What follows belongs to an exercise in optimizing a design on an open flow for small area and a short achievable clock period; a production flow would make more cautious choices. No functional check of the RTL was part of any run shown here.

==> flow/design.v (outline; a module is shown in full before it is edited, if it fits) <==
// module dist_sort: 2220 lines
// module fa: 4 lines
// module absdiff: 13 lines
// module square: 22 lines
module dist_sort (
    input logic        clk, rst,
    input logic [63:0] query,
    input logic [63:0] search_0,
    input logic [63:0] search_1,
    input logic [63:0] search_2,
    input logic [63:0] search_3,
    input logic [63:0] search_4,
    input logic [63:0] search_5,
    input logic [63:0] search_6,
    input logic [63:0] search_7,
    input logic        in_valid,
    output logic [2:0] addr_1st,
    output logic [2:0] addr_2nd,
    output logic       out_valid
);
  // ...
==> flow/run.sh <==
#!/bin/bash
# synth_recipe.tcl (not shown) runs the flow's synth.tcl, then flattens the netlist and writes it again
# the make line also repeats each setting of config.mk as NAME=value (left out here)
make -C /OpenROAD-flow-scripts/flow DESIGN_CONFIG=/design/flow/config.mk WORK_HOME=/design/flow/orfs CLKGATE_MAP_FILE= SYNTH_SCRIPT=/design/flow/synth_recipe.tcl finish
==> flow/config.mk <==
export PLATFORM = sky130hd
export DESIGN_NAME = dist_sort
export DESIGN_NICKNAME = dist_sort
export VERILOG_FILES = /design/flow/design.v
export SDC_FILE = /design/flow/constraint.sdc
export NUM_CORES = 4
export LEC_CHECK = 0
export CAP_MARGIN = 20
export CORE_MARGIN = 2
export CORE_UTILIZATION = 40
export SLEW_MARGIN = 20
export SYNTH_HIERARCHICAL = 1
export SYNTH_MINIMUM_KEEP_SIZE = 0
==> flow/constraint.sdc <==
create_clock -name core_clock -period 17.0 [get_ports {clk}]
set_input_delay 3.4000 -clock core_clock [delete_from_list [all_inputs] [get_ports {clk}]]
set_output_delay 3.4000 -clock core_clock [all_outputs]
set_load 0.01 [all_outputs]
==> out/results.txt, run 1 <==
Largest registers -> m_r: 512 flops, d: 96 flops
Fmax -> 0.168 GHz
CTS tree -> built
Biggest register -> m_r
CTS max path bufs -> 3
Crit path top cell by count -> fa_1
Clock Skews -> 0.0354 ns
Area growth syn-to-layout -> 15.9%
Worst path bufs/invs -> 2
Non-clock buffer share -> 0.0786
Clk slew on worst S/H paths -> 0.06 ns
Wire length on met2 -> 110 mm
DRC Markers -> 0
Tightest Pin Transition -> 1.22 ns
Simple-gate share of the synthesized area -> 0.138
Status -> complete, no violations
CP Capture Type -> register
Final core occ -> 0.467
Top Metal Used -> met5
==> module square, before the edit <==
module square (input logic [3:0] m, output logic [6:0] y);
    logic [7:0] sq;
    always_comb case (m)
        4'd0: sq = 8'd0;
        4'd1: sq = 8'd1;
        4'd2: sq = 8'd4;
        4'd3: sq = 8'd9;
        4'd4: sq = 8'd16;
        4'd5: sq = 8'd25;
        4'd6: sq = 8'd36;
        4'd7: sq = 8'd49;
        4'd8: sq = 8'd64;
        4'd9: sq = 8'd81;
        4'd10: sq = 8'd100;
        4'd11: sq = 8'd121;
        4'd12: sq = 8'd144;
        4'd13: sq = 8'd169;
        4'd14: sq = 8'd196;
        4'd15: sq = 8'd225;
    endcase
    assign y = {sq[7:2], sq[0]};
endmodule
==> inputs of run 2 (changes only) <==
--- a/flow/design.v
+++ b/flow/design.v
@@ -398,271 +398,399 @@
         m_r[7][10] <= m_7_10;
         m_r[7][11] <= m_7_11;
         m_r[7][12] <= m_7_12;
         m_r[7][13] <= m_7_13;
         m_r[7][14] <= m_7_14;
         m_r[7][15] <= m_7_15;
     end
     wire [6:0] sq_0_0;
-    square u_sq_0_0 (.m(m_r[0][0]), .y(sq_0_0));
+    square u_sq_0_0 (.m(m_r[0][0]), .y(sq_0_0[6:1]));
+    assign sq_0_0[0] = m_r[0][0][0];
     wire [6:0] sq_0_1;
-    square u_sq_0_1 (.m(m_r[0][1]), .y(sq_0_1));
+    square u_sq_0_1 (.m(m_r[0][1]), .y(sq_0_1[6:1]));
+    assign sq_0_1[0] = m_r[0][1][0];
     wire [6:0] sq_0_2;
-    square u_sq_0_2 (.m(m_r[0][2]), .y(sq_0_2));
+    square u_sq_0_2 (.m(m_r[0][2]), .y(sq_0_2[6:1]));
+    assign sq_0_2[0] = m_r[0][2][0];
     wire [6:0] sq_0_3;
-    square u_sq_0_3 (.m(m_r[0][3]), .y(sq_0_3));
+    square u_sq_0_3 (.m(m_r[0][3]), .y(sq_0_3[6:1]));
+    assign sq_0_3[0] = m_r[0][3][0];
     wire [6:0] sq_0_4;
-    square u_sq_0_4 (.m(m_r[0][4]), .y(sq_0_4));
+    square u_sq_0_4 (.m(m_r[0][4]), .y(sq_0_4[6:1]));
+    assign sq_0_4[0] = m_r[0][4][0];
     wire [6:0] sq_0_5;
-    square u_sq_0_5 (.m(m_r[0][5]), .y(sq_0_5));
+    square u_sq_0_5 (.m(m_r[0][5]), .y(sq_0_5[6:1]));
+    assign sq_0_5[0] = m_r[0][5][0];
     wire [6:0] sq_0_6;
-    square u_sq_0_6 (.m(m_r[0][6]), .y(sq_0_6));
+    square u_sq_0_6 (.m(m_r[0][6]), .y(sq_0_6[6:1]));
+    assign sq_0_6[0] = m_r[0][6][0];
     wire [6:0] sq_0_7;
-    square u_sq_0_7 (.m(m_r[0][7]), .y(sq_0_7));
+    square u_sq_0_7 (.m(m_r[0][7]), .y(sq_0_7[6:1]));
+    assign sq_0_7[0] = m_r[0][7][0];
     wire [6:0] sq_0_8;
-    square u_sq_0_8 (.m(m_r[0][8]), .y(sq_0_8));
+    square u_sq_0_8 (.m(m_r[0][8]), .y(sq_0_8[6:1]));
+    assign sq_0_8[0] = m_r[0][8][0];
     wire [6:0] sq_0_9;
-    square u_sq_0_9 (.m(m_r[0][9]), .y(sq_0_9));
+    square u_sq_0_9 (.m(m_r[0][9]), .y(sq_0_9[6:1]));
+    assign sq_0_9[0] = m_r[0][9][0];
     wire [6:0] sq_0_10;
-    square u_sq_0_10 (.m(m_r[0][10]), .y(sq_0_10));
+    square u_sq_0_10 (.m(m_r[0][10]), .y(sq_0_10[6:1]));
+    assign sq_0_10[0] = m_r[0][10][0];
     wire [6:0] sq_0_11;
-    square u_sq_0_11 (.m(m_r[0][11]), .y(sq_0_11));
+    square u_sq_0_11 (.m(m_r[0][11]), .y(sq_0_11[6:1]));
+    assign sq_0_11[0] = m_r[0][11][0];
     wire [6:0] sq_0_12;
-    square u_sq_0_12 (.m(m_r[0][12]), .y(sq_0_12));
+    square u_sq_0_12 (.m(m_r[0][12]), .y(sq_0_12[6:1]));
+    assign sq_0_12[0] = m_r[0][12][0];
     wire [6:0] sq_0_13;
-    square u_sq_0_13 (.m(m_r[0][13]), .y(sq_0_13));
+    square u_sq_0_13 (.m(m_r[0][13]), .y(sq_0_13[6:1]));
+    assign sq_0_13[0] = m_r[0][13][0];
     wire [6:0] sq_0_14;
-    square u_sq_0_14 (.m(m_r[0][14]), .y(sq_0_14));
+    square u_sq_0_14 (.m(m_r[0][14]), .y(sq_0_14[6:1]));
+    assign sq_0_14[0] = m_r[0][14][0];
     wire [6:0] sq_0_15;
-    square u_sq_0_15 (.m(m_r[0][15]), .y(sq_0_15));
+    square u_sq_0_15 (.m(m_r[0][15]), .y(sq_0_15[6:1]));
+    assign sq_0_15[0] = m_r[0][15][0];
     wire [6:0] sq_1_0;
-    square u_sq_1_0 (.m(m_r[1][0]), .y(sq_1_0));
+    square u_sq_1_0 (.m(m_r[1][0]), .y(sq_1_0[6:1]));
+    assign sq_1_0[0] = m_r[1][0][0];
     wire [6:0] sq_1_1;
-    square u_sq_1_1 (.m(m_r[1][1]), .y(sq_1_1));
+    square u_sq_1_1 (.m(m_r[1][1]), .y(sq_1_1[6:1]));
+    assign sq_1_1[0] = m_r[1][1][0];
     wire [6:0] sq_1_2;
-    square u_sq_1_2 (.m(m_r[1][2]), .y(sq_1_2));
+    square u_sq_1_2 (.m(m_r[1][2]), .y(sq_1_2[6:1]));
+    assign sq_1_2[0] = m_r[1][2][0];
     wire [6:0] sq_1_3;
-    square u_sq_1_3 (.m(m_r[1][3]), .y(sq_1_3));
+    square u_sq_1_3 (.m(m_r[1][3]), .y(sq_1_3[6:1]));
+    assign sq_1_3[0] = m_r[1][3][0];
     wire [6:0] sq_1_4;
-    square u_sq_1_4 (.m(m_r[1][4]), .y(sq_1_4));
+    square u_sq_1_4 (.m(m_r[1][4]), .y(sq_1_4[6:1]));
+    assign sq_1_4[0] = m_r[1][4][0];
     wire [6:0] sq_1_5;
-    square u_sq_1_5 (.m(m_r[1][5]), .y(sq_1_5));
+    square u_sq_1_5 (.m(m_r[1][5]), .y(sq_1_5[6:1]));
+    assign sq_1_5[0] = m_r[1][5][0];
     wire [6:0] sq_1_6;
-    square u_sq_1_6 (.m(m_r[1][6]), .y(sq_1_6));
+    square u_sq_1_6 (.m(m_r[1][6]), .y(sq_1_6[6:1]));
+    assign sq_1_6[0] = m_r[1][6][0];
     wire [6:0] sq_1_7;
-    square u_sq_1_7 (.m(m_r[1][7]), .y(sq_1_7));
+    square u_sq_1_7 (.m(m_r[1][7]), .y(sq_1_7[6:1]));
+    assign sq_1_7[0] = m_r[1][7][0];
     wire [6:0] sq_1_8;
-    square u_sq_1_8 (.m(m_r[1][8]), .y(sq_1_8));
+    square u_sq_1_8 (.m(m_r[1][8]), .y(sq_1_8[6:1]));
+    assign sq_1_8[0] = m_r[1][8][0];
     wire [6:0] sq_1_9;
-    square u_sq_1_9 (.m(m_r[1][9]), .y(sq_1_9));
+    square u_sq_1_9 (.m(m_r[1][9]), .y(sq_1_9[6:1]));
+    assign sq_1_9[0] = m_r[1][9][0];
     wire [6:0] sq_1_10;
-    square u_sq_1_10 (.m(m_r[1][10]), .y(sq_1_10));
+    square u_sq_1_10 (.m(m_r[1][10]), .y(sq_1_10[6:1]));
+    assign sq_1_10[0] = m_r[1][10][0];
     wire [6:0] sq_1_11;
-    square u_sq_1_11 (.m(m_r[1][11]), .y(sq_1_11));
+    square u_sq_1_11 (.m(m_r[1][11]), .y(sq_1_11[6:1]));
+    assign sq_1_11[0] = m_r[1][11][0];
     wire [6:0] sq_1_12;
-    square u_sq_1_12 (.m(m_r[1][12]), .y(sq_1_12));
+    square u_sq_1_12 (.m(m_r[1][12]), .y(sq_1_12[6:1]));
+    assign sq_1_12[0] = m_r[1][12][0];
     wire [6:0] sq_1_13;
-    square u_sq_1_13 (.m(m_r[1][13]), .y(sq_1_13));
+    square u_sq_1_13 (.m(m_r[1][13]), .y(sq_1_13[6:1]));
+    assign sq_1_13[0] = m_r[1][13][0];
     wire [6:0] sq_1_14;
-    square u_sq_1_14 (.m(m_r[1][14]), .y(sq_1_14));
+    square u_sq_1_14 (.m(m_r[1][14]), .y(sq_1_14[6:1]));
+    assign sq_1_14[0] = m_r[1][14][0];
     wire [6:0] sq_1_15;
-    square u_sq_1_15 (.m(m_r[1][15]), .y(sq_1_15));
+    square u_sq_1_15 (.m(m_r[1][15]), .y(sq_1_15[6:1]));
+    assign sq_1_15[0] = m_r[1][15][0];
     wire [6:0] sq_2_0;
-    square u_sq_2_0 (.m(m_r[2][0]), .y(sq_2_0));
+    square u_sq_2_0 (.m(m_r[2][0]), .y(sq_2_0[6:1]));
+    assign sq_2_0[0] = m_r[2][0][0];
     wire [6:0] sq_2_1;
-    square u_sq_2_1 (.m(m_r[2][1]), .y(sq_2_1));
+    square u_sq_2_1 (.m(m_r[2][1]), .y(sq_2_1[6:1]));
+    assign sq_2_1[0] = m_r[2][1][0];
     wire [6:0] sq_2_2;
-    square u_sq_2_2 (.m(m_r[2][2]), .y(sq_2_2));
+    square u_sq_2_2 (.m(m_r[2][2]), .y(sq_2_2[6:1]));
+    assign sq_2_2[0] = m_r[2][2][0];
     wire [6:0] sq_2_3;
-    square u_sq_2_3 (.m(m_r[2][3]), .y(sq_2_3));
+    square u_sq_2_3 (.m(m_r[2][3]), .y(sq_2_3[6:1]));
+    assign sq_2_3[0] = m_r[2][3][0];
     wire [6:0] sq_2_4;
-    square u_sq_2_4 (.m(m_r[2][4]), .y(sq_2_4));
+    square u_sq_2_4 (.m(m_r[2][4]), .y(sq_2_4[6:1]));
+    assign sq_2_4[0] = m_r[2][4][0];
     wire [6:0] sq_2_5;
-    square u_sq_2_5 (.m(m_r[2][5]), .y(sq_2_5));
+    square u_sq_2_5 (.m(m_r[2][5]), .y(sq_2_5[6:1]));
+    assign sq_2_5[0] = m_r[2][5][0];
     wire [6:0] sq_2_6;
-    square u_sq_2_6 (.m(m_r[2][6]), .y(sq_2_6));
+    square u_sq_2_6 (.m(m_r[2][6]), .y(sq_2_6[6:1]));
+    assign sq_2_6[0] = m_r[2][6][0];
     wire [6:0] sq_2_7;
-    square u_sq_2_7 (.m(m_r[2][7]), .y(sq_2_7));
+    square u_sq_2_7 (.m(m_r[2][7]), .y(sq_2_7[6:1]));
+    assign sq_2_7[0] = m_r[2][7][0];
     wire [6:0] sq_2_8;
-    square u_sq_2_8 (.m(m_r[2][8]), .y(sq_2_8));
+    square u_sq_2_8 (.m(m_r[2][8]), .y(sq_2_8[6:1]));
+    assign sq_2_8[0] = m_r[2][8][0];
     wire [6:0] sq_2_9;
-    square u_sq_2_9 (.m(m_r[2][9]), .y(sq_2_9));
+    square u_sq_2_9 (.m(m_r[2][9]), .y(sq_2_9[6:1]));
+    assign sq_2_9[0] = m_r[2][9][0];
     wire [6:0] sq_2_10;
-    square u_sq_2_10 (.m(m_r[2][10]), .y(sq_2_10));
+    square u_sq_2_10 (.m(m_r[2][10]), .y(sq_2_10[6:1]));
+    assign sq_2_10[0] = m_r[2][10][0];
     wire [6:0] sq_2_11;
-    square u_sq_2_11 (.m(m_r[2][11]), .y(sq_2_11));
+    square u_sq_2_11 (.m(m_r[2][11]), .y(sq_2_11[6:1]));
+    assign sq_2_11[0] = m_r[2][11][0];
     wire [6:0] sq_2_12;
-    square u_sq_2_12 (.m(m_r[2][12]), .y(sq_2_12));
+    square u_sq_2_12 (.m(m_r[2][12]), .y(sq_2_12[6:1]));
+    assign sq_2_12[0] = m_r[2][12][0];
     wire [6:0] sq_2_13;
-    square u_sq_2_13 (.m(m_r[2][13]), .y(sq_2_13));
+    square u_sq_2_13 (.m(m_r[2][13]), .y(sq_2_13[6:1]));
+    assign sq_2_13[0] = m_r[2][13][0];
     wire [6:0] sq_2_14;
-    square u_sq_2_14 (.m(m_r[2][14]), .y(sq_2_14));
+    square u_sq_2_14 (.m(m_r[2][14]), .y(sq_2_14[6:1]));
+    assign sq_2_14[0] = m_r[2][14][0];
     wire [6:0] sq_2_15;
-    square u_sq_2_15 (.m(m_r[2][15]), .y(sq_2_15));
+    square u_sq_2_15 (.m(m_r[2][15]), .y(sq_2_15[6:1]));
+    assign sq_2_15[0] = m_r[2][15][0];
     wire [6:0] sq_3_0;
-    square u_sq_3_0 (.m(m_r[3][0]), .y(sq_3_0));
+    square u_sq_3_0 (.m(m_r[3][0]), .y(sq_3_0[6:1]));
+    assign sq_3_0[0] = m_r[3][0][0];
     wire [6:0] sq_3_1;
-    square u_sq_3_1 (.m(m_r[3][1]), .y(sq_3_1));
+    square u_sq_3_1 (.m(m_r[3][1]), .y(sq_3_1[6:1]));
+    assign sq_3_1[0] = m_r[3][1][0];
     wire [6:0] sq_3_2;
-    square u_sq_3_2 (.m(m_r[3][2]), .y(sq_3_2));
+    square u_sq_3_2 (.m(m_r[3][2]), .y(sq_3_2[6:1]));
+    assign sq_3_2[0] = m_r[3][2][0];
     wire [6:0] sq_3_3;
-    square u_sq_3_3 (.m(m_r[3][3]), .y(sq_3_3));
+    square u_sq_3_3 (.m(m_r[3][3]), .y(sq_3_3[6:1]));
+    assign sq_3_3[0] = m_r[3][3][0];
     wire [6:0] sq_3_4;
-    square u_sq_3_4 (.m(m_r[3][4]), .y(sq_3_4));
+    square u_sq_3_4 (.m(m_r[3][4]), .y(sq_3_4[6:1]));
+    assign sq_3_4[0] = m_r[3][4][0];
     wire [6:0] sq_3_5;
-    square u_sq_3_5 (.m(m_r[3][5]), .y(sq_3_5));
+    square u_sq_3_5 (.m(m_r[3][5]), .y(sq_3_5[6:1]));
+    assign sq_3_5[0] = m_r[3][5][0];
     wire [6:0] sq_3_6;
-    square u_sq_3_6 (.m(m_r[3][6]), .y(sq_3_6));
+    square u_sq_3_6 (.m(m_r[3][6]), .y(sq_3_6[6:1]));
+    assign sq_3_6[0] = m_r[3][6][0];
     wire [6:0] sq_3_7;
-    square u_sq_3_7 (.m(m_r[3][7]), .y(sq_3_7));
+    square u_sq_3_7 (.m(m_r[3][7]), .y(sq_3_7[6:1]));
+    assign sq_3_7[0] = m_r[3][7][0];
     wire [6:0] sq_3_8;
-    square u_sq_3_8 (.m(m_r[3][8]), .y(sq_3_8));
+    square u_sq_3_8 (.m(m_r[3][8]), .y(sq_3_8[6:1]));
+    assign sq_3_8[0] = m_r[3][8][0];
     wire [6:0] sq_3_9;
-    square u_sq_3_9 (.m(m_r[3][9]), .y(sq_3_9));
+    square u_sq_3_9 (.m(m_r[3][9]), .y(sq_3_9[6:1]));
+    assign sq_3_9[0] = m_r[3][9][0];
     wire [6:0] sq_3_10;
-    square u_sq_3_10 (.m(m_r[3][10]), .y(sq_3_10));
+    square u_sq_3_10 (.m(m_r[3][10]), .y(sq_3_10[6:1]));
+    assign sq_3_10[0] = m_r[3][10][0];
     wire [6:0] sq_3_11;
-    square u_sq_3_11 (.m(m_r[3][11]), .y(sq_3_11));
+    square u_sq_3_11 (.m(m_r[3][11]), .y(sq_3_11[6:1]));
+    assign sq_3_11[0] = m_r[3][11][0];
     wire [6:0] sq_3_12;
-    square u_sq_3_12 (.m(m_r[3][12]), .y(sq_3_12));
+    square u_sq_3_12 (.m(m_r[3][12]), .y(sq_3_12[6:1]));
+    assign sq_3_12[0] = m_r[3][12][0];
     wire [6:0] sq_3_13;
-    square u_sq_3_13 (.m(m_r[3][13]), .y(sq_3_13));
+    square u_sq_3_13 (.m(m_r[3][13]), .y(sq_3_13[6:1]));
+    assign sq_3_13[0] = m_r[3][13][0];
     wire [6:0] sq_3_14;
-    square u_sq_3_14 (.m(m_r[3][14]), .y(sq_3_14));
+    square u_sq_3_14 (.m(m_r[3][14]), .y(sq_3_14[6:1]));
+    assign sq_3_14[0] = m_r[3][14][0];
     wire [6:0] sq_3_15;
-    square u_sq_3_15 (.m(m_r[3][15]), .y(sq_3_15));
+    square u_sq_3_15 (.m(m_r[3][15]), .y(sq_3_15[6:1]));
+    assign sq_3_15[0] = m_r[3][15][0];
     wire [6:0] sq_4_0;
-    square u_sq_4_0 (.m(m_r[4][0]), .y(sq_4_0));
+    square u_sq_4_0 (.m(m_r[4][0]), .y(sq_4_0[6:1]));
+    assign sq_4_0[0] = m_r[4][0][0];
     wire [6:0] sq_4_1;
-    square u_sq_4_1 (.m(m_r[4][1]), .y(sq_4_1));
+    square u_sq_4_1 (.m(m_r[4][1]), .y(sq_4_1[6:1]));
+    assign sq_4_1[0] = m_r[4][1][0];
     wire [6:0] sq_4_2;
-    square u_sq_4_2 (.m(m_r[4][2]), .y(sq_4_2));
+    square u_sq_4_2 (.m(m_r[4][2]), .y(sq_4_2[6:1]));
+    assign sq_4_2[0] = m_r[4][2][0];
     wire [6:0] sq_4_3;
-    square u_sq_4_3 (.m(m_r[4][3]), .y(sq_4_3));
+    square u_sq_4_3 (.m(m_r[4][3]), .y(sq_4_3[6:1]));
+    assign sq_4_3[0] = m_r[4][3][0];
     wire [6:0] sq_4_4;
-    square u_sq_4_4 (.m(m_r[4][4]), .y(sq_4_4));
+    square u_sq_4_4 (.m(m_r[4][4]), .y(sq_4_4[6:1]));
+    assign sq_4_4[0] = m_r[4][4][0];
     wire [6:0] sq_4_5;
-    square u_sq_4_5 (.m(m_r[4][5]), .y(sq_4_5));
+    square u_sq_4_5 (.m(m_r[4][5]), .y(sq_4_5[6:1]));
+    assign sq_4_5[0] = m_r[4][5][0];
     wire [6:0] sq_4_6;
-    square u_sq_4_6 (.m(m_r[4][6]), .y(sq_4_6));
+    square u_sq_4_6 (.m(m_r[4][6]), .y(sq_4_6[6:1]));
+    assign sq_4_6[0] = m_r[4][6][0];
     wire [6:0] sq_4_7;
-    square u_sq_4_7 (.m(m_r[4][7]), .y(sq_4_7));
+    square u_sq_4_7 (.m(m_r[4][7]), .y(sq_4_7[6:1]));
+    assign sq_4_7[0] = m_r[4][7][0];
     wire [6:0] sq_4_8;
-    square u_sq_4_8 (.m(m_r[4][8]), .y(sq_4_8));
+    square u_sq_4_8 (.m(m_r[4][8]), .y(sq_4_8[6:1]));
+    assign sq_4_8[0] = m_r[4][8][0];
     wire [6:0] sq_4_9;
-    square u_sq_4_9 (.m(m_r[4][9]), .y(sq_4_9));
+    square u_sq_4_9 (.m(m_r[4][9]), .y(sq_4_9[6:1]));
+    assign sq_4_9[0] = m_r[4][9][0];
     wire [6:0] sq_4_10;
-    square u_sq_4_10 (.m(m_r[4][10]), .y(sq_4_10));
+    square u_sq_4_10 (.m(m_r[4][10]), .y(sq_4_10[6:1]));
+    assign sq_4_10[0] = m_r[4][10][0];
     wire [6:0] sq_4_11;
-    square u_sq_4_11 (.m(m_r[4][11]), .y(sq_4_11));
+    square u_sq_4_11 (.m(m_r[4][11]), .y(sq_4_11[6:1]));
+    assign sq_4_11[0] = m_r[4][11][0];
     wire [6:0] sq_4_12;
-    square u_sq_4_12 (.m(m_r[4][12]), .y(sq_4_12));
+    square u_sq_4_12 (.m(m_r[4][12]), .y(sq_4_12[6:1]));
+    assign sq_4_12[0] = m_r[4][12][0];
     wire [6:0] sq_4_13;
-    square u_sq_4_13 (.m(m_r[4][13]), .y(sq_4_13));
+    square u_sq_4_13 (.m(m_r[4][13]), .y(sq_4_13[6:1]));
+    assign sq_4_13[0] = m_r[4][13][0];
     wire [6:0] sq_4_14;
-    square u_sq_4_14 (.m(m_r[4][14]), .y(sq_4_14));
+    square u_sq_4_14 (.m(m_r[4][14]), .y(sq_4_14[6:1]));
+    assign sq_4_14[0] = m_r[4][14][0];
     wire [6:0] sq_4_15;
-    square u_sq_4_15 (.m(m_r[4][15]), .y(sq_4_15));
+    square u_sq_4_15 (.m(m_r[4][15]), .y(sq_4_15[6:1]));
+    assign sq_4_15[0] = m_r[4][15][0];
     wire [6:0] sq_5_0;
-    square u_sq_5_0 (.m(m_r[5][0]), .y(sq_5_0));
+    square u_sq_5_0 (.m(m_r[5][0]), .y(sq_5_0[6:1]));
+    assign sq_5_0[0] = m_r[5][0][0];
     wire [6:0] sq_5_1;
-    square u_sq_5_1 (.m(m_r[5][1]), .y(sq_5_1));
+    square u_sq_5_1 (.m(m_r[5][1]), .y(sq_5_1[6:1]));
+    assign sq_5_1[0] = m_r[5][1][0];
     wire [6:0] sq_5_2;
-    square u_sq_5_2 (.m(m_r[5][2]), .y(sq_5_2));
+    square u_sq_5_2 (.m(m_r[5][2]), .y(sq_5_2[6:1]));
+    assign sq_5_2[0] = m_r[5][2][0];
     wire [6:0] sq_5_3;
-    square u_sq_5_3 (.m(m_r[5][3]), .y(sq_5_3));
+    square u_sq_5_3 (.m(m_r[5][3]), .y(sq_5_3[6:1]));
+    assign sq_5_3[0] = m_r[5][3][0];
     wire [6:0] sq_5_4;
-    square u_sq_5_4 (.m(m_r[5][4]), .y(sq_5_4));
+    square u_sq_5_4 (.m(m_r[5][4]), .y(sq_5_4[6:1]));
+    assign sq_5_4[0] = m_r[5][4][0];
     wire [6:0] sq_5_5;
-    square u_sq_5_5 (.m(m_r[5][5]), .y(sq_5_5));
+    square u_sq_5_5 (.m(m_r[5][5]), .y(sq_5_5[6:1]));
+    assign sq_5_5[0] = m_r[5][5][0];
     wire [6:0] sq_5_6;
-    square u_sq_5_6 (.m(m_r[5][6]), .y(sq_5_6));
+    square u_sq_5_6 (.m(m_r[5][6]), .y(sq_5_6[6:1]));
+    assign sq_5_6[0] = m_r[5][6][0];
     wire [6:0] sq_5_7;
-    square u_sq_5_7 (.m(m_r[5][7]), .y(sq_5_7));
+    square u_sq_5_7 (.m(m_r[5][7]), .y(sq_5_7[6:1]));
+    assign sq_5_7[0] = m_r[5][7][0];
     wire [6:0] sq_5_8;
-    square u_sq_5_8 (.m(m_r[5][8]), .y(sq_5_8));
+    square u_sq_5_8 (.m(m_r[5][8]), .y(sq_5_8[6:1]));
+    assign sq_5_8[0] = m_r[5][8][0];
     wire [6:0] sq_5_9;
-    square u_sq_5_9 (.m(m_r[5][9]), .y(sq_5_9));
+    square u_sq_5_9 (.m(m_r[5][9]), .y(sq_5_9[6:1]));
+    assign sq_5_9[0] = m_r[5][9][0];
     wire [6:0] sq_5_10;
-    square u_sq_5_10 (.m(m_r[5][10]), .y(sq_5_10));
+    square u_sq_5_10 (.m(m_r[5][10]), .y(sq_5_10[6:1]));
+    assign sq_5_10[0] = m_r[5][10][0];
     wire [6:0] sq_5_11;
-    square u_sq_5_11 (.m(m_r[5][11]), .y(sq_5_11));
+    square u_sq_5_11 (.m(m_r[5][11]), .y(sq_5_11[6:1]));
+    assign sq_5_11[0] = m_r[5][11][0];
     wire [6:0] sq_5_12;
-    square u_sq_5_12 (.m(m_r[5][12]), .y(sq_5_12));
+    square u_sq_5_12 (.m(m_r[5][12]), .y(sq_5_12[6:1]));
+    assign sq_5_12[0] = m_r[5][12][0];
     wire [6:0] sq_5_13;
-    square u_sq_5_13 (.m(m_r[5][13]), .y(sq_5_13));
+    square u_sq_5_13 (.m(m_r[5][13]), .y(sq_5_13[6:1]));
+    assign sq_5_13[0] = m_r[5][13][0];
     wire [6:0] sq_5_14;
-    square u_sq_5_14 (.m(m_r[5][14]), .y(sq_5_14));
+    square u_sq_5_14 (.m(m_r[5][14]), .y(sq_5_14[6:1]));
+    assign sq_5_14[0] = m_r[5][14][0];
     wire [6:0] sq_5_15;
-    square u_sq_5_15 (.m(m_r[5][15]), .y(sq_5_15));
+    square u_sq_5_15 (.m(m_r[5][15]), .y(sq_5_15[6:1]));
+    assign sq_5_15[0] = m_r[5][15][0];
     wire [6:0] sq_6_0;
-    square u_sq_6_0 (.m(m_r[6][0]), .y(sq_6_0));
+    square u_sq_6_0 (.m(m_r[6][0]), .y(sq_6_0[6:1]));
+    assign sq_6_0[0] = m_r[6][0][0];
     wire [6:0] sq_6_1;
-    square u_sq_6_1 (.m(m_r[6][1]), .y(sq_6_1));
+    square u_sq_6_1 (.m(m_r[6][1]), .y(sq_6_1[6:1]));
+    assign sq_6_1[0] = m_r[6][1][0];
     wire [6:0] sq_6_2;
-    square u_sq_6_2 (.m(m_r[6][2]), .y(sq_6_2));
+    square u_sq_6_2 (.m(m_r[6][2]), .y(sq_6_2[6:1]));
+    assign sq_6_2[0] = m_r[6][2][0];
     wire [6:0] sq_6_3;
-    square u_sq_6_3 (.m(m_r[6][3]), .y(sq_6_3));
+    square u_sq_6_3 (.m(m_r[6][3]), .y(sq_6_3[6:1]));
+    assign sq_6_3[0] = m_r[6][3][0];
     wire [6:0] sq_6_4;
-    square u_sq_6_4 (.m(m_r[6][4]), .y(sq_6_4));
+    square u_sq_6_4 (.m(m_r[6][4]), .y(sq_6_4[6:1]));
+    assign sq_6_4[0] = m_r[6][4][0];
     wire [6:0] sq_6_5;
-    square u_sq_6_5 (.m(m_r[6][5]), .y(sq_6_5));
+    square u_sq_6_5 (.m(m_r[6][5]), .y(sq_6_5[6:1]));
+    assign sq_6_5[0] = m_r[6][5][0];
     wire [6:0] sq_6_6;
-    square u_sq_6_6 (.m(m_r[6][6]), .y(sq_6_6));
+    square u_sq_6_6 (.m(m_r[6][6]), .y(sq_6_6[6:1]));
+    assign sq_6_6[0] = m_r[6][6][0];
     wire [6:0] sq_6_7;
-    square u_sq_6_7 (.m(m_r[6][7]), .y(sq_6_7));
+    square u_sq_6_7 (.m(m_r[6][7]), .y(sq_6_7[6:1]));
+    assign sq_6_7[0] = m_r[6][7][0];
     wire [6:0] sq_6_8;
-    square u_sq_6_8 (.m(m_r[6][8]), .y(sq_6_8));
+    square u_sq_6_8 (.m(m_r[6][8]), .y(sq_6_8[6:1]));
+    assign sq_6_8[0] = m_r[6][8][0];
     wire [6:0] sq_6_9;
-    square u_sq_6_9 (.m(m_r[6][9]), .y(sq_6_9));
+    square u_sq_6_9 (.m(m_r[6][9]), .y(sq_6_9[6:1]));
+    assign sq_6_9[0] = m_r[6][9][0];
     wire [6:0] sq_6_10;
-    square u_sq_6_10 (.m(m_r[6][10]), .y(sq_6_10));
+    square u_sq_6_10 (.m(m_r[6][10]), .y(sq_6_10[6:1]));
+    assign sq_6_10[0] = m_r[6][10][0];
     wire [6:0] sq_6_11;
-    square u_sq_6_11 (.m(m_r[6][11]), .y(sq_6_11));
+    square u_sq_6_11 (.m(m_r[6][11]), .y(sq_6_11[6:1]));
+    assign sq_6_11[0] = m_r[6][11][0];
     wire [6:0] sq_6_12;
-    square u_sq_6_12 (.m(m_r[6][12]), .y(sq_6_12));
+    square u_sq_6_12 (.m(m_r[6][12]), .y(sq_6_12[6:1]));
+    assign sq_6_12[0] = m_r[6][12][0];
     wire [6:0] sq_6_13;
-    square u_sq_6_13 (.m(m_r[6][13]), .y(sq_6_13));
+    square u_sq_6_13 (.m(m_r[6][13]), .y(sq_6_13[6:1]));
+    assign sq_6_13[0] = m_r[6][13][0];
     wire [6:0] sq_6_14;
-    square u_sq_6_14 (.m(m_r[6][14]), .y(sq_6_14));
+    square u_sq_6_14 (.m(m_r[6][14]), .y(sq_6_14[6:1]));
+    assign sq_6_14[0] = m_r[6][14][0];
     wire [6:0] sq_6_15;
-    square u_sq_6_15 (.m(m_r[6][15]), .y(sq_6_15));
+    square u_sq_6_15 (.m(m_r[6][15]), .y(sq_6_15[6:1]));
+    assign sq_6_15[0] = m_r[6][15][0];
     wire [6:0] sq_7_0;
-    square u_sq_7_0 (.m(m_r[7][0]), .y(sq_7_0));
+    square u_sq_7_0 (.m(m_r[7][0]), .y(sq_7_0[6:1]));
+    assign sq_7_0[0] = m_r[7][0][0];
     wire [6:0] sq_7_1;
-    square u_sq_7_1 (.m(m_r[7][1]), .y(sq_7_1));
+    square u_sq_7_1 (.m(m_r[7][1]), .y(sq_7_1[6:1]));
+    assign sq_7_1[0] = m_r[7][1][0];
     wire [6:0] sq_7_2;
-    square u_sq_7_2 (.m(m_r[7][2]), .y(sq_7_2));
+    square u_sq_7_2 (.m(m_r[7][2]), .y(sq_7_2[6:1]));
+    assign sq_7_2[0] = m_r[7][2][0];
     wire [6:0] sq_7_3;
-    square u_sq_7_3 (.m(m_r[7][3]), .y(sq_7_3));
+    square u_sq_7_3 (.m(m_r[7][3]), .y(sq_7_3[6:1]));
+    assign sq_7_3[0] = m_r[7][3][0];
     wire [6:0] sq_7_4;
-    square u_sq_7_4 (.m(m_r[7][4]), .y(sq_7_4));
+    square u_sq_7_4 (.m(m_r[7][4]), .y(sq_7_4[6:1]));
+    assign sq_7_4[0] = m_r[7][4][0];
     wire [6:0] sq_7_5;
-    square u_sq_7_5 (.m(m_r[7][5]), .y(sq_7_5));
+    square u_sq_7_5 (.m(m_r[7][5]), .y(sq_7_5[6:1]));
+    assign sq_7_5[0] = m_r[7][5][0];
     wire [6:0] sq_7_6;
-    square u_sq_7_6 (.m(m_r[7][6]), .y(sq_7_6));
+    square u_sq_7_6 (.m(m_r[7][6]), .y(sq_7_6[6:1]));
+    assign sq_7_6[0] = m_r[7][6][0];
     wire [6:0] sq_7_7;
-    square u_sq_7_7 (.m(m_r[7][7]), .y(sq_7_7));
+    square u_sq_7_7 (.m(m_r[7][7]), .y(sq_7_7[6:1]));
+    assign sq_7_7[0] = m_r[7][7][0];
     wire [6:0] sq_7_8;
-    square u_sq_7_8 (.m(m_r[7][8]), .y(sq_7_8));
+    square u_sq_7_8 (.m(m_r[7][8]), .y(sq_7_8[6:1]));
+    assign sq_7_8[0] = m_r[7][8][0];
     wire [6:0] sq_7_9;
-    square u_sq_7_9 (.m(m_r[7][9]), .y(sq_7_9));
+    square u_sq_7_9 (.m(m_r[7][9]), .y(sq_7_9[6:1]));
+    assign sq_7_9[0] = m_r[7][9][0];
     wire [6:0] sq_7_10;
-    square u_sq_7_10 (.m(m_r[7][10]), .y(sq_7_10));
+    square u_sq_7_10 (.m(m_r[7][10]), .y(sq_7_10[6:1]));
+    assign sq_7_10[0] = m_r[7][10][0];
     wire [6:0] sq_7_11;
-    square u_sq_7_11 (.m(m_r[7][11]), .y(sq_7_11));
+    square u_sq_7_11 (.m(m_r[7][11]), .y(sq_7_11[6:1]));
+    assign sq_7_11[0] = m_r[7][11][0];
     wire [6:0] sq_7_12;
-    square u_sq_7_12 (.m(m_r[7][12]), .y(sq_7_12));
+    square u_sq_7_12 (.m(m_r[7][12]), .y(sq_7_12[6:1]));
+    assign sq_7_12[0] = m_r[7][12][0];
     wire [6:0] sq_7_13;
-    square u_sq_7_13 (.m(m_r[7][13]), .y(sq_7_13));
+    square u_sq_7_13 (.m(m_r[7][13]), .y(sq_7_13[6:1]));
+    assign sq_7_13[0] = m_r[7][13][0];
     wire [6:0] sq_7_14;
-    square u_sq_7_14 (.m(m_r[7][14]), .y(sq_7_14));
+    square u_sq_7_14 (.m(m_r[7][14]), .y(sq_7_14[6:1]));
+    assign sq_7_14[0] = m_r[7][14][0];
     wire [6:0] sq_7_15;
-    square u_sq_7_15 (.m(m_r[7][15]), .y(sq_7_15));
+    square u_sq_7_15 (.m(m_r[7][15]), .y(sq_7_15[6:1]));
+    assign sq_7_15[0] = m_r[7][15][0];
     wire t0_s1, t0_c1;
     fa u_t0_s1 (.a(sq_0_0[0]), .b(sq_0_1[0]), .c(sq_0_2[0]), .s(t0_s1), .co(t0_c1));
     wire t0_s2, t0_c2;
     fa u_t0_s2 (.a(sq_0_3[0]), .b(sq_0_4[0]), .c(sq_0_5[0]), .s(t0_s2), .co(t0_c2));
     wire t0_s3, t0_c3;
     fa u_t0_s3 (.a(sq_0_6[0]), .b(sq_0_7[0]), .c(sq_0_8[0]), .s(t0_s3), .co(t0_c3));
     wire t0_s4, t0_c4;
     fa u_t0_s4 (.a(sq_0_9[0]), .b(sq_0_10[0]), .c(sq_0_11[0]), .s(t0_s4), .co(t0_c4));
@@ -2185,20 +2313,26 @@
         d[2] <= ra_2 + rb_2;
         d[3] <= ra_3 + rb_3;
         d[4] <= ra_4 + rb_4;
         d[5] <= ra_5 + rb_5;
         d[6] <= ra_6 + rb_6;
         d[7] <= ra_7 + rb_7;
     end
     logic le [8][8];
+    logic [11:0] nd [8];
+    always_comb for (int i = 0; i < 8; i++) nd[i] = ~d[i];
     always_comb begin
         for (int i = 0; i < 8; i++)
-            for (int j = 0; j < 8; j++)
-                le[i][j] = (i < j) ? d[i] <= d[j] : 1'b0;
+            for (int j = 0; j < 8; j++) begin
+                logic cy;
+                cy = 1'b1;   
+                for (int k = 0; k < 12; k++) cy = (d[j][k] & nd[i][k]) | (cy & (d[j][k] | nd[i][k]));
+                le[i][j] = (i < j) ? cy : 1'b0;
+            end
     end
     logic [7:0] first, second;
     always_comb begin
         for (int j = 0; j < 8; j++) begin
             logic [7:0] lose;
             for (int i = 0; i < 8; i++)
                 lose[i] = (i < j) ? le[i][j] : (i > j) ? ~le[j][i] : 1'b0;
             first[j] = lose == 8'd0;
@@ -2230,17 +2364,17 @@
     fa u1 (.a(b[1]), .b(na[1]), .c(c1), .s(t[1]), .co(c2));
     fa u2 (.a(b[2]), .b(na[2]), .c(c2), .s(t[2]), .co(c3));
     fa u3 (.a(b[3]), .b(na[3]), .c(c3), .s(t[3]), .co(c));
     assign m[0] = ~t[0];
     assign m[1] = ~(t[1] ^ (c & ~t[0]));
     assign m[2] = ~(t[2] ^ (c & ~(t[1] & t[0])));
     assign m[3] = ~(t[3] ^ (c & ~(t[2] & t[1] & t[0])));
 endmodule
-module square (input logic [3:0] m, output logic [6:0] y);
+module square (input logic [3:0] m, output logic [5:0] y);
     logic [7:0] sq;
     always_comb case (m)
         4'd0: sq = 8'd0;
         4'd1: sq = 8'd1;
         4'd2: sq = 8'd4;
         4'd3: sq = 8'd9;
         4'd4: sq = 8'd16;
         4'd5: sq = 8'd25;
@@ -2250,10 +2384,10 @@
         4'd9: sq = 8'd81;
         4'd10: sq = 8'd100;
         4'd11: sq = 8'd121;
         4'd12: sq = 8'd144;
         4'd13: sq = 8'd169;
         4'd14: sq = 8'd196;
         4'd15: sq = 8'd225;
     endcase
-    assign y = {sq[7:2], sq[0]};
+    assign y = sq[7:2];
 endmodule
==> flow/config.mk (replaced) <==
export PLATFORM = sky130hd
export DESIGN_NAME = dist_sort
export DESIGN_NICKNAME = dist_sort
export VERILOG_FILES = /design/flow/design.v
export SDC_FILE = /design/flow/constraint.sdc
export NUM_CORES = 4
export LEC_CHECK = 0
export ABC_AREA = 1
export CAP_MARGIN = 20
export CORE_MARGIN = 2
export CORE_UTILIZATION = 40
export SLEW_MARGIN = 20
export SYNTH_HIERARCHICAL = 1
export SYNTH_MINIMUM_KEEP_SIZE = 0
==> run 2 against run 1 <==
Against the previous run:
- cell count increased by 18%
- core utilization increased by 0.51 points
- sequential share of layout area increased by 0.97 points
- largest cell class unchanged
==> out/results.txt, run 2 <==
Status -> complete, no violations
Crit. Startpoint -> query[16]
Fmax -> 0.172 GHz (+2.9%)
Post-cts sizing count -> 0
Post-Syn Area -> 64200 um^2
CTS tree -> built
FF-to-FF Start -> m_r[89][1]
Full die area -> 164000 um^2
HPWL Detailed -> 196 mm
Share of post-route cells with drive strength above 1 -> 0.0717
Async SR Flop Fraction -> 0.00486
R2R Setup Slk -> 11.32 ns
Cells after DPL -> 10700
Largest registers -> m_r: 512 flops, d: 96 flops
Routed vias -> 53900
Clk slew on worst S/H paths -> 0.06 ns (about the same)
WP data required -> 17.56 ns
Post-route setup TNS -> 0 ns
Clk root buf -> clkbuf_16
Syn avg cell area -> 8.03 um^2
Maximum fanout along the worst path -> 8
CP top delay family -> adder cells
Io pins -> 586
First-pass GRT wire length -> 344 mm
Setup CP Type -> input port to register
Clock Skews -> 0.0283 ns (-0.00711 ns)
FILL cells -> 15400
Worst Hold Class -> register to register
Post-synth net total -> 9935
Row count -> 147
Count leader, synth -> nand2_1
FF+latch count, synth -> 617
Levels on crit path -> 9
Die height -> 405 um
Yosys top cell by area -> fa_1
Final period utilization -> 0.341
Crit-path slowest cell -> inv_1
Area growth syn-to-layout -> 17.7%
CP Capture Type -> register
Layout net count -> 10600
I/O Buffers -> 585
Synth cell count leaders -> nand2_1, inv_1, fa_1
Max H-tree Level -> 3
Final hold vios -> 0
Vias in the first global route -> 53800
Fin crit period -> 5.80 ns
First DRT Iteration DRCs -> 4203
Initial antenna violation count -> 14
Synth area leaders -> fa_1, dfxtp_1, nand2_1, inv_1, nand3_1
Worst path bufs/invs -> 3 (+1)
Most common cell after layout, fill and taps aside -> nand2_1
DRC Markers -> 0 (unchanged)
Ys flop type -> dfxtp_1
Biggest register -> m_r
Worst reg-to-reg path cell count -> 18
Setup WS pre-CTS -> 10.61 ns
Clock Sinks -> 617
Core Region -> 160000 um^2
Max reg flops -> 512
Crit path top cell by count -> fa_1
Endpoints failing setup -> 0
CTS buffer count -> 79
Clock latency at the later pin of the worst-skew pair -> 0.69 ns
GPL Wtd Cong -> 0.980
Setup WS post-layout -> 11.20 ns
RSZ-0062 raised after global routing -> no
Global Route Usage Sum -> 0.292
Tightest Pin Transition -> 1.27 ns (+0.0515 ns)
Pre-antenna DRT Iters -> 6
Largest net degree at the start of global routing -> 15
Starting Density -> 0.401
Max Cap Viol -> 0
Non-filler cells in the finished layout -> 10800
DP Area -> 72800 um^2
Critical Path Sink -> m_r[116][3]
CP Data Arrival Time -> 6.36 ns
Total Wirelength -> 238 mm
Mapped Cells -> 7993
Seq/Total Area, Yosys -> 0.193
Final instance area -> 75600 um^2
Top-area cell type share of the netlist area -> 0.363
CTS max path bufs -> 3 (unchanged)
Slew Limit Fails -> 0
Crit start category -> input port
CP peak stage delay -> 0.54 ns
Commonest cells after routing, fill and taps aside -> nand2_1, inv_1, fa_1
EDFF count, synth -> 0
Synth cell types -> 42
ANT nets after route -> 0
Chip Width -> 405 um
Via/cell ratio -> 4.99
Overflow after GRT -> 0
Final core occ -> 0.472 (+0.00506)
# Post-CTS Setup Buffers -> 0
DR WL/cell -> 22.0 um
Rel. slew slack -> 0.151
Hold_buf cts -> 0
RR Endpoint -> d[5][11]
Cells along the critical path -> clkdlybuf4s50_1 > inv_1 > ha_1 > fa_1 > fa_1 > fa_1 > inv_1 > nand3_1 > nand2_1
Synth warn -> 16
## run 2: cell count changes after synthesis, moves of 256 or more
cell,before,now
nand2_1,314,2522
inv_1,441,1196
nand3_1,182,838
mux2i_1,384,0
ha_1,533,199
xnor2_1,313,6
inv_2,0,281
and2b_1,256,0
## run 2: layout make-up
class,instances,area [um^2],share of cell area
Antenna cell,4,10.0,0.000132
Clock buffer,104,2230,0.0295
Clock inverter,37,534,0.00707
Inverter,1488,5590,0.0739
Multi-Input combinational cell,5831,46000,0.608
Sequential cell,617,12400,0.164
Tap cell,2086,2610,0.0345
Timing Repair Buffer,645,6310,0.0834
## run 2: how the worst min path moves through the flow
stage,startpoint,to,slack (ns),depth (start not counted)
2_1_floorplan,v[0],v[1],0.33,0
3_5_place_dp,v[0],v[1],0.34,0
4_1_cts,v[1],v[2],0.35,0
3_3_place_gp,v[1],v[2],0.34,0
5_1_grt,v[1],v[2],0.36,0
6_report,v[1],v[2],0.35,0
## run 2: modules after synthesis, one instance, submodules excluded
module / copies in the design / cell area (um^2) / cells inside
fa: 1136 / 20.0 / 1
absdiff: 128 / 78.8 / 16
dist_sort: 1 / 21000 / 2249
square: 128 / 81.3 / 20
## run 2: cell families (layout without fill, tap and decap cells)
logic type               count (synthesis)  after routing  synth area share
XOR/XNOR                               199            199            0.0271
AO/OA/AOI/OAI                          458            458            0.0419
AND/OR/NAND/NOR                       3811           3811             0.245
other                                    0              4                 0
adder cells (fa/ha/maj)               1363           1363             0.402
buffers and inverters                 1545           2274            0.0918
flip-flops                             617            617             0.193
## run 2: layer usage
metal | GRT usage | vias up | part of all wire
met3 | 0.0551 | 372 | 0.072
met5 | 0 | - | 0.000055
met1 | 0.390 | 26000 | 0.43
met2 | 0.448 | 1813 | 0.44
met4 | 0.159 | 2 | 0.062
li1 | - | 25700 | -
## run 2: metrics by stage
step	hold slack, ns
3_5_place_dp	0.336
5_1_grt	0.356
6_report	0.346
4_1_cts	0.350
3_3_place_gp	0.336
2_1_floorplan	0.331
==> inputs of run 3 (changes only) <==
--- a/flow/config.mk
+++ b/flow/config.mk
@@ -10,3 +10,4 @@
 export CORE_MARGIN = 2
-export CORE_UTILIZATION = 40
+export CORE_UTILIZATION = 60
+export CTS_BUF_LIST = sky130_fd_sc_hd__clkbuf_4 sky130_fd_sc_hd__clkbuf_8
 export SLEW_MARGIN = 20
==> run 3 against run 2 <==
Against the previous run:
- still clean
- synthesized cell count unchanged
- via count increased by 3.4%
- die area fell by 33%
- register-to-register slack improved by 0.20 ns
- worst hold slack gained 0.013 ns
- critical endpoint is now m_r[111][3]
- largest cell class unchanged
==> out/results.txt, run 3 <==
Io pins -> 586 (unchanged)
CTS max path bufs -> 3 (unchanged)
Most common cell after layout, fill and taps aside -> nand2_1
Max reg flops -> 512 (unchanged)
Starting Density -> 0.602 (+0.201)
Area occupied by multi-input gates -> 46000 um^2 (unchanged)
Synth cell count leaders -> nand2_1, inv_1, fa_1
Share of post-route cells with drive strength above 1 -> 0.0795 (+0.00780)
Yosys top cell by area -> fa_1
Maximum fanout along the worst path -> 8 (unchanged)
Setup CP Type -> input port to register
Chip Width -> 331 um (-18%)
Clk slew on worst S/H paths -> 0.06 ns (about the same)
FILL cells -> 8617 (-44%)
Initial antenna violation count -> 13 (-1)
DRC Markers -> 0 (unchanged)
Endpoints failing setup -> 0 (unchanged)
RSZ-0062 raised after global routing -> no
Clock Skews -> 0.0572 ns (+0.0289 ns)
Fin crit period -> 5.72 ns (-0.0813 ns)
ANT nets after route -> 0 (unchanged)
Die height -> 331 um (-18%)
Count leader, synth -> nand2_1
Via/cell ratio -> 5.47 (+9.7%)
Largest registers -> m_r: 512 flops, d: 96 flops
Max Cap Viol -> 0 (unchanged)
Ys flop type -> dfxtp_1
Full die area -> 110000 um^2 (-33%)
Routed vias -> 55800 (+3.4%)
Hold_buf cts -> 0 (unchanged)
Worst Hold Class -> register to register
Top-area cell type share of the netlist area -> 0.363 (unchanged)
Clock latency at the later pin of the worst-skew pair -> 0.81 ns (+0.12 ns)
Global Route Usage Sum -> 0.414 (+0.122)
Mapped Cells -> 7993 (unchanged)
Biggest register -> m_r
Post-route setup TNS -> 0 ns (unchanged)
Vias in the first global route -> 55000 (+2.2%)
Row count -> 120 (-18%)
CTS tree -> built
Post-cts sizing count -> 0 (unchanged)
Final instance area -> 74500 um^2 (-1.4%)
Final hold vios -> 0 (unchanged)
Area growth syn-to-layout -> 16.0%
Fmax -> 0.175 GHz (+1.4%)
Pre-antenna DRT Iters -> 8 (+2)
WP data required -> 17.71 ns (+0.15 ns)
Clock Sinks -> 617 (unchanged)
Status -> complete, no violations
# Post-CTS Setup Buffers -> 0 (unchanged)
Tightest Pin Transition -> 1.25 ns (-0.0196 ns)
Overflow after GRT -> 0 (unchanged)
Seq/Total Area, Yosys -> 0.193 (unchanged)
Synth area leaders -> fa_1, dfxtp_1, nand2_1, inv_1, nand3_1
Async SR Flop Fraction -> 0.00486 (unchanged)
Post-synth net total -> 9935 (unchanged)
CP Capture Type -> register
Slew Limit Fails -> 0 (unchanged)
FF+latch area -> 12400 um^2 (unchanged)
Final period utilization -> 0.336 (-0.00478)
DP Area -> 72000 um^2 (-1.2%)
Layout net count -> 10600 (+0.30%)
Commonest cells after routing, fill and taps aside -> nand2_1, inv_1, fa_1
GPL Wtd Cong -> 1.03 (+5.0%)
Post-Syn Area -> 64200 um^2 (unchanged)
Total Wirelength -> 225 mm (-5.5%)
FF+latch count, synth -> 617 (unchanged)
HPWL Detailed -> 180 mm (-8.2%)
CP Data Arrival Time -> 6.42 ns (+0.06 ns)
Max H-tree Level -> 3 (unchanged)
Clk root buf -> clkbuf_8
Synth cell types -> 42 (unchanged)
Synth warn -> 16 (unchanged)
DR WL/cell -> 22.1 um (+0.26%)
Syn avg cell area -> 8.03 um^2 (unchanged)
Crit start category -> input port
Core Region -> 107000 um^2 (-33%)
Largest net degree at the start of global routing -> 16 (+1)
Rel. slew slack -> 0.164 (+0.0131)
I/O Buffers -> 585 (unchanged)
CTS buffer count -> 109 (+38%)
First DRT Iteration DRCs -> 5789 (+38%)
First-pass GRT wire length -> 328 mm (-4.8%)
EDFF count, synth -> 0 (unchanged)
[run 3: modules after synthesis, one instance, submodules excluded]
module     copies in the design  flip-flops and latches  cells  cell area (um^2)
absdiff                     128                       0     16              78.8
fa                         1136                       0      1              20.0
dist_sort                     1                     617   2249             21000
square                      128                       0     20              81.3
[run 3: cells by family (layout without fill, tap and decap cells)]
| family | count (synthesis) | in the layout | share of synthesized area |
|---|---|---|---|
| AO/OA/AOI/OAI | 458 | 458 | 0.0419 |
| AND/OR/NAND/NOR | 3811 | 3811 | 0.245 |
| adder cells (fa/ha/maj) | 1363 | 1363 | 0.402 |
| flip-flops | 617 | 617 | 0.193 |
| buffers and inverters | 1545 | 2336 | 0.0918 |
| XOR/XNOR | 199 | 199 | 0.0271 |
| other | 0 | 9 | 0 |
[run 3: worst max-delay path, stage by stage]
cell	delay (ns)
clkdlybuf4s50_1	0.45
inv_1	0.53
ha_1	0.47
fa_1	0.40
fa_1	0.40
fa_1	0.47
nand2_1	0.14
nand3_1	0.08
nand2_1	0.07
[run 3: routing by layer]
metal,global-route usage,up-vias,part of all wire
met5,0,-,0.00015
met1,0.533,26500,0.39
met3,0.110,624,0.11
met4,0.279,6,0.079
li1,-,25900,-
met2,0.614,2847,0.43
[run 3: metrics by stage]
step | instances | worst slack (ns) | utilization | hold WS [ns]
floorplan | 7993 | 11.80 | - | 0.331
global placement | 9986 | 10.64 | 0.675 | 0.336
detailed placement | 9986 | 10.57 | 0.675 | 0.343
CTS | 10200 | 11.41 | 0.699 | 0.366
global route | 10200 | 11.30 | 0.699 | 0.372
finish | 10200 | 11.28 | 0.699 | 0.360
[run 3: worst paths after layout]
kind                             from           to  slack, ns  cells after the start
setup / recovery            query[60]  m_r[111][3]      11.28                      9
hold / removal                   v[1]         v[2]       0.36                      0
setup reg to reg           m_r[81][2]     d[5][11]      11.52                     18
hold reg to reg                  v[1]         v[2]       0.36                      0
max in group asynchronous         rst         v[0]      14.12                      2
min in group asynchronous         rst         v[1]       2.75                      2
[run 3: final cells by class]
class / count / area share
Inverter: 1488 / 0.0750
Antenna cell: 9 / 0.000302
Timing Repair Buffer: 647 / 0.0848
Multi-Input combinational cell: 5831 / 0.617
Sequential cell: 617 / 0.166
Tap cell: 1403 / 0.0236
Clock inverter: 52 / 0.00777
Clock buffer: 149 / 0.0259

separate check: timing with driven ports:
The flow's constraints put no driver on any port. The routed layouts listed below were extracted and timed again, unchanged, in two steps.
Step 1 sets driving cells, clkbuf_16 on the clock port and buf_2 on the other inputs (assumed; they add their load-dependent delay and slew).
Step 2 moves the port delays by t, midway between the first and last clock arrival at a register: inputs arrive t later, outputs are due t later. That takes back most of the time a late clock gives input paths.
Slacks: ideal ports / drivers / drivers and shift; pairs: ideal ports / drivers.
| run | t (ns) | setup slack, ns | worst register clock-pin slew, ns | worst data-port slew with drivers (ns) | cell pins on the clock port's net |
|---|---|---|---|---|---|
| run 1 | 0.758 | 11.032 / 11.080 / 10.323 | 0.07 / 0.07 | 0.22 | 1 |
| run 2 | 0.754 | 11.199 / 11.255 / 10.501 | 0.07 / 0.07 | 0.20 | 1 |
| run 3 | 0.855 | 11.281 / 11.323 / 10.469 | 0.08 / 0.08 | 0.11 | 1 |
After both steps every run listed still meets setup and hold. The setup slack of run 3, which loses most, moves by +0.042 ns with the drivers and by -0.812 ns with both steps.
